Source: an optimization exercise on an open RTL-to-GDS flow (aim: small area). Production flows keep margins and buffers that such runs may drop. Only the layout flow was run in this run; the RTL was not checked for function there. No activity file was given, so power comes from the tool's default toggle rates.

--- design.v ---
`timescale 1ns / 1ps
`timescale 1ns / 1ps
`timescale 1ns / 1ps
`timescale 1ns / 1ps
`timescale 1ns / 1ps
`timescale 1ns / 1ps
`timescale 1ns / 1ps
module uart_wb_bridge (
                       input wire         clk,
                       input wire         rst,
                       input wire         rx,
                       output wire        tx,
                       output wire [31:0] wb_adr_o,
                       output wire [31:0] wb_dat_o,
                       output wire [3:0]  wb_sel_o,
                       output wire        wb_we_o,
                       output wire        wb_cyc_o,
                       output wire        wb_stb_o,
                       input wire [31:0]  wb_dat_i,
                       input wire         wb_ack_i,
                       input wire         wb_err_i,
                       input wire         wb_rty_i
                       );
   localparam [9:0] T_END  = 10'b0010100110;
   localparam [9:0] T_HALF = 10'b0010111111;
   localparam [9:0] T_FULL = 10'b0011111111;
   localparam [2:0] P_IDLE  = 3'b000,   
                    P_HDR   = 3'b001,   
                    P_ADDR  = 3'b011,   
                    P_WDATA = 3'b010,   
                    P_REQ   = 3'b100,   
                    P_TX    = 3'b101;   
   localparam [3:0] B_IDLE  = 4'b0000,
                    B_START = 4'b0001,   
                    B_D0    = 4'b1000,
                    B_D7    = 4'b1111,
                    B_STOP  = 4'b0010,
                    B_WAIT  = 4'b0011;   
   reg [2:0]  pst;
   reg [3:0]  ph;
   reg [9:0]  tmr;
   reg [1:0]  bcnt;
   reg [7:0]  len;
   reg        cy;      
   reg        bw;      
   reg [31:0] adr;
   reg [31:0] dat;
   reg [3:0]  sel;
   reg        we;
   wire txm    = (pst == P_TX);
   wire tdone  = (tmr == T_END);
   wire bitstb = tdone && ph[3];
   wire bend   = tdone && (ph == B_D7);
   wire rcv    = tdone && (ph == B_STOP) && rx;
   wire rerr   = tdone && (((ph == B_STOP) && !rx) || ((ph == B_START) && rx));
   wire last   = (len == 8'd0) || bw;
   wire resp   = wb_ack_i || wb_err_i || wb_rty_i;
   wire rx4    = (bcnt == 2'd0);         
   wire tx4    = (bcnt == 2'd3);         
   wire fin    = txm && tx4 && last;
   always @(posedge clk or posedge rst)
     if (rst)
       ph <= B_IDLE;
     else if (ph == B_IDLE) begin
        if (txm || !rx) ph <= B_START;
     end else if (ph == B_WAIT) begin
        if (rx) ph <= B_IDLE;
     end else if (tdone) begin
        if (ph == B_START)
          ph <= (!txm && rx) ? B_WAIT : B_D0;
        else if (ph == B_D7)
          ph <= fin ? B_WAIT : B_STOP;
        else if (ph == B_STOP)
          ph <= B_WAIT;
        else
          ph <= ph + 4'd1;
     end
   always @(posedge clk)
     if (ph == B_IDLE && !txm)
       tmr <= T_HALF;
     else if (ph == B_IDLE || tdone)
       tmr <= T_FULL;
     else
       tmr <= {tmr[8:0], tmr[9] ^ tmr[6]};
   always @(posedge clk or posedge rst)
     if (rst)
       pst <= P_IDLE;
     else
       case (pst)
         P_IDLE:
           if (rcv && dat[31:24] == 8'hCA) pst <= P_HDR;
         P_HDR:
           if (rerr) pst <= P_IDLE;
           else if (rcv && rx4)
             pst <= (dat[19:16] == 4'h1 || dat[19:16] == 4'h2) ? P_ADDR : P_IDLE;
         P_ADDR:
           if (rerr) pst <= P_IDLE;
           else if (rcv && rx4)
             pst <= !we ? P_REQ : last ? P_IDLE : P_WDATA;
         P_WDATA:
           if (rerr) pst <= P_IDLE;
           else if (rcv && rx4) pst <= P_REQ;
         P_REQ:
           if (resp) pst <= !we ? P_TX : last ? P_IDLE : P_WDATA;
         P_TX:
           if (bend && tx4) pst <= last ? P_IDLE : P_REQ;
         default:
           pst <= P_IDLE;
       endcase
   always @(posedge clk)
     if (pst == P_IDLE)
       bcnt <= 2'd2;
     else if (bend)
       bcnt <= bcnt + 2'd1;
   always @(posedge clk)
     if (pst == P_HDR) begin
        sel <= dat[23:20];
        we  <= (dat[19:16] == 4'h1);
     end
   wire din = rx && (pst == P_IDLE || pst == P_HDR || pst == P_WDATA);
   wire dld = (pst == P_REQ) && wb_ack_i && !we;
   wire nsh = !bitstb;
   always @(posedge clk)
     dat <= ({32{bitstb}} & {din, dat[31:1]}) | ({32{nsh}} & dat) |
            ({32{dld}} & wb_dat_i);
   wire byte0 = (bcnt == 2'd0);
   wire lin = (pst == P_IDLE || pst == P_HDR) ? rx : (len[0] ^ (bw && byte0));
   always @(posedge clk)
     if (bitstb)
       len <= {lin, len[7:1]};
   always @(posedge clk)
     if ((pst == P_ADDR && rcv && rx4) || (pst == P_REQ && resp))
       bw <= 1'b1;
     else if (pst == P_IDLE)
       bw <= 1'b0;
     else if (bitstb && byte0)
       bw <= bw & !len[0];
   wire low2 = byte0 && (ph[3:1] == 3'b100);
   wire ain = (pst == P_ADDR) ? rx : (adr[0] ^ (cy && !low2));
   always @(posedge clk)
     if (bitstb)
       adr <= {ain, adr[31:1]};
   always @(posedge clk)
     if (pst == P_REQ && resp)
       cy <= 1'b1;
     else if (pst == P_ADDR)
       cy <= 1'b0;
     else if (bitstb && !low2)
       cy <= cy & adr[0];
   assign tx = !(txm && (ph == B_START || (ph[3] && !dat[0])));
   assign wb_adr_o = adr;
   assign wb_dat_o = dat;
   assign wb_sel_o = sel;
   assign wb_we_o  = we;
   assign wb_cyc_o = (pst == P_REQ);
   assign wb_stb_o = (pst == P_REQ);
endmodule
--- flow/run.sh ---
#!/bin/bash
# Own layout flow: the standard layout (standard.sh, unchanged synthesis
# and steps), except that the port buffers use the smallest buffer cell
# (sky130_fd_sc_hd__buf_1) instead of the default pick.  Every port still
# gets its own buffer.  The full tool output goes to standard.log here; the
# per-step ORFS logs stay under orfs/logs/.
set -euo pipefail
bash standard.sh \
  "BUFFER_PORTS_ARGS=-buffer_cell sky130_fd_sc_hd__buf_1" \
  finish > standard.log 2>&1
--- standard.sh ---
#!/bin/bash
# synth_recipe.tcl (not shown) runs the flow's synth.tcl, then flattens the netlist and writes it again
# the make line also repeats each setting of config.mk as NAME=value (left out here)
make -C /OpenROAD-flow-scripts/flow DESIGN_CONFIG=/design/flow/config.mk WORK_HOME=/design/flow/orfs CLKGATE_MAP_FILE= SYNTH_SCRIPT=/design/flow/synth_recipe.tcl "${@:-finish}"
--- config.mk ---
export PLATFORM = sky130hd
export DESIGN_NAME = uart_wb_bridge
export DESIGN_NICKNAME = uart_wb_bridge
export VERILOG_FILES = /design/flow/design.v
export SDC_FILE = /design/flow/constraint.sdc
export NUM_CORES = 4
export LEC_CHECK = 0
export CAP_MARGIN = 20
export CORE_MARGIN = 2
export CORE_UTILIZATION = 40
export SLEW_MARGIN = 20
--- constraint.sdc ---
create_clock -name core_clock -period 10.0 [get_ports {clk}]
set_input_delay 2.0000 -clock core_clock [delete_from_list [all_inputs] [get_ports {clk}]]
set_output_delay 2.0000 -clock core_clock [all_outputs]
set_load 0.01 [all_outputs]
==> impl_metrics.yaml <==
outcome:
  status: "no timing/DRC/antenna violations"
timing:
  hold_slack_ns: 0.442
  skew_ns: 0.00907
  fmax_ghz: 0.263
  drv_slew: 0
  setup_violations: 0
  min_period_over_period_pct: 38.0
  fin_crit_ns: 3.80
  setup_ws_ns: 6.20
  hold_viol: 0
  rsz0062_at_grt: "false"
  worstMarginPinSlew_ns: 0.715
  setup-tns-final_ns: 0
  max_slew_margin_pct: 52.3
finish:
  diodes: 0
  layout.nets: 543
  areaGrowthSynthToFinish_pct: 17.0
  final_cells: 637
  multi_input_comb_area_mm2: 0.00140
  fillerInstances: 955
  final_util_pct: 48.2
  drive_above_1_share_pct: 6.15
  regArea_mm2: 0.00245
worst_setup_path:
  path_max_fanout: 8
  cp-startpoint: "ph[1]"
  reg2reg_depth: 9
  worstReg2RegEnd: "bw"
  timing.setup.critical_path_class: "reg2out"
  arrival_ns: 1.80
  worstSetupEndpoint: "tx"
  cp.required_ns: 8.00
  rr_startpoint: "tmr[6]"
  start_kind: "register"
  setup.worst_path.end_class: "primary output"
  worst-r2r-setup-slack_ns: 6.99
clocking:
  cts_tree: "done"
  holdBufCountCts: 0
  clk_latency_ns: 0.36
  cts_setup_buffers: 0
  ctsResizeCount: 0
  clockBufferDepth: 2
  cts_buffers: 9
  cts_root_buffer: "clkbuf_8"
  cts_max_level: 3
  cts_sinks: 98
  cts.reportedPaths.clkPinSlew_ns: 0.09
power_and_ir_drop:
  ir_drop_mv: 0.0669
  power_density_mw_per_mm2: 185
  p_leak_nw: 1.77
grt:
  antenna_found_initial: 0
  grt_overflow: 0
  grtUsageTotal_pct: 16.5
  grt_pass1_vias: 3006
  grt_max_degree: 61
  grt_first_pass_wirelength_mm: 14.6
yosys:
  ys_seq_area_share_pct: 60.8
  synth_common_cells: "114 x nand2_1, 46 x dfxtp_1, 45 x edfxtp_1"
  synth_top_area_share_pct: 33.6
  synth.most_common_cell: "nand2_1"
  postSynthCellCount: 398
  synth_top_family_by_area: "simple AND/OR/NAND/NOR gates"
  avgSynthCellArea_um2: 10.1
  synth-compound-area-share_pct: 7.84
  muxShareOfSynthArea_pct: 0.529
  synth_xor_area_share_pct: 1.09
  async_reset_ff_share_pct: 7.14
  synth-simple-area-share_pct: 23.4
  synth_nets: 442
  synth_area_leaders: "edfxtp_1 34%, dfxtp_1 23%, nand2_1 11%"
  synth_area_mm2: 0.00402
  synth_cell_type_count: 53
  yosysWarningCount: 1
  ys_seq_elements: 98
  yosysTopAreaCell: "edfxtp_1"
  synth-main-ff-cell: "dfxtp_1"
  synth_edf_count: 45
  synthAdderAreaFrac_pct: 1.87
floorplan:
  die_x_um: 104
  rows: 36
  initial_core_util_pct: 41.2
  die_area_mm2: 0.0109
  dieHeight_um: 104
  core_region_area_mm2: 0.00977
  io_pins: 110
drt:
  routed_via_density: 4.97
  drc_errors: 0
  vias: 3167
  firstDrtPassIters: 4
  postRouteAntennaNets: 0
  drt_iter0_drc: 229
  routed_wl_mm: 8.92
  detail_route.wl_per_cell_um: 14.0
worst_hold_path:
  hold_path_class: "reg2reg"
placement:
  port_buffers: 109
  dp_cells: 621
  place.gp.congestion: 0.848
  place_ws_ns: 6.32
  dp_hpwl_mm: 6.25
flow_run:
  maxCapViolations: 0
-- cells by family (layout without fill, tap and decap cells) --
family          Yosys count  count (layout)
compound gates           49              49
xor+xnor                  5               5
fa+ha+maj                 6               6
buf+inv                  36             142
flops                    98              98
mux                       2               2
simple gates            202             202
-- sequential cells by signal, summed over array words and instances (netlist names), 2 cells and up --
| name | flops |
|---|---|
| dat | 32 |
| bcnt | 2 |
| ph | 4 |
| pst | 3 |
| adr | 32 |
| len | 8 |
| tmr | 10 |
| sel | 4 |
-- worst max-delay path, cell delays in order (launching register included) --
cell and delay (ns):
dfrtp_1 0.44, inv_1 0.15, ha_1 0.33, a21oi_1 0.10, or2_2 0.29, buf_1 0.13
-- final cells by class --
cell class | instances | share of cell area, %
inverters | 15 | 1.20
multi-input cells | 264 | 29.7
well taps | 133 | 3.53
flip-flops and latches | 98 | 52.0
clock buffers | 10 | 2.71
repair buffers | 111 | 9.01
clock inverters | 6 | 1.91
-- through the flow --
step           total power [mW]  instance area, µm²
2_1_floorplan             0.566                4020
3_3_place_gp              0.594                4490
3_5_place_dp              0.599                4490
4_1_cts                   0.878                4710
5_1_grt                   0.916                4710
6_report                  0.870                4710
-- worst min-delay path by stage --
stage / slack, ns / end / start / cells after the start
CTS: 0.45 / tmr[3] / tmr[2] / 1
floorplan: 0.40 / tmr[2] / tmr[1] / 1
detailed placement: 0.42 / tmr[3] / tmr[2] / 1
global placement: 0.41 / tmr[2] / tmr[1] / 1
finish: 0.44 / tmr[2] / tmr[1] / 1
global route: 0.47 / adr[26] / adr[27] / 0
-- routing by layer --
metal  routed length (µm)  track usage [%]  part of all wire, %  up-vias
met4                  189             7.82                  2.1        0
met1                 4120             22.6                   46     1479
met2                 4010             24.1                   45      103
li1                     -                -                    -     1570
met5                    0                0                    0        -
met3                  602             4.70                  6.8       15
-- power by group --
group	internal, mW	switching (mW)	total, mW
Combinational	0.0551	0.0720	0.127
Sequential	0.442	0.0225	0.465
Clock	0.142	0.136	0.278
Total	0.639	0.231	0.870
-- cell usage in the layout, fill, tap and decap left out, types with 2 or more instances in the layout --
cell type  synthesis  routed
a21o_1             2       2
a21oi_1           12      12
a31o_2             2       2
a31oi_1            6       6
and3_1             5       4
buf_1              0     109
buf_4              1       2
bufinv_16          0       2
clkbuf_8           3       9
dfrtp_1            7       7
dfxtp_1           46      46
edfxtp_1          45      45
ha_1               6       6
inv_1             14      14
nand2_1          114     114
nand2b_1           6       6
nand3_1           38      38
nand3b_1           2       2
nand4_1            2       2
nor2_1            10      10
nor2b_1            3       3
nor3_1             4       4
nor4_1             2       2
nor4b_1            2       2
o211ai_1           2       2
o21ai_0           13      13
o31ai_1            2       2
o32ai_1            2       2
or2_2              3       3
or4_1              2       2
xnor2_1            3       3
xor2_1             2       2

## static timing again, ports no longer ideal
No port has a modelled driver above. Below, the same layout with a new extraction and two added sets of constraints. Step 1, drivers: a clkbuf_16 drives clk and a buf_2 each remaining input, both assumed. Step 2 adds t to the input delays and takes it off the output delays; t is the mean of the earliest and latest rising clock arrival at the registers after step 1. Input paths then give back, and output paths get back, about the clock's delay inside the block. Slacks: no drivers / after step 1 / after step 2; pairs: no drivers / after step 1.
t, ns: 0.393
setup WS [ns]: 6.202 / 6.168 / 6.249
clock arrival spread, ns: 0.009 / 0.009
After both steps setup and hold are still met in this run. For this run, drivers alone change the setup slack by -0.034 ns; drivers and shift together by +0.047 ns.
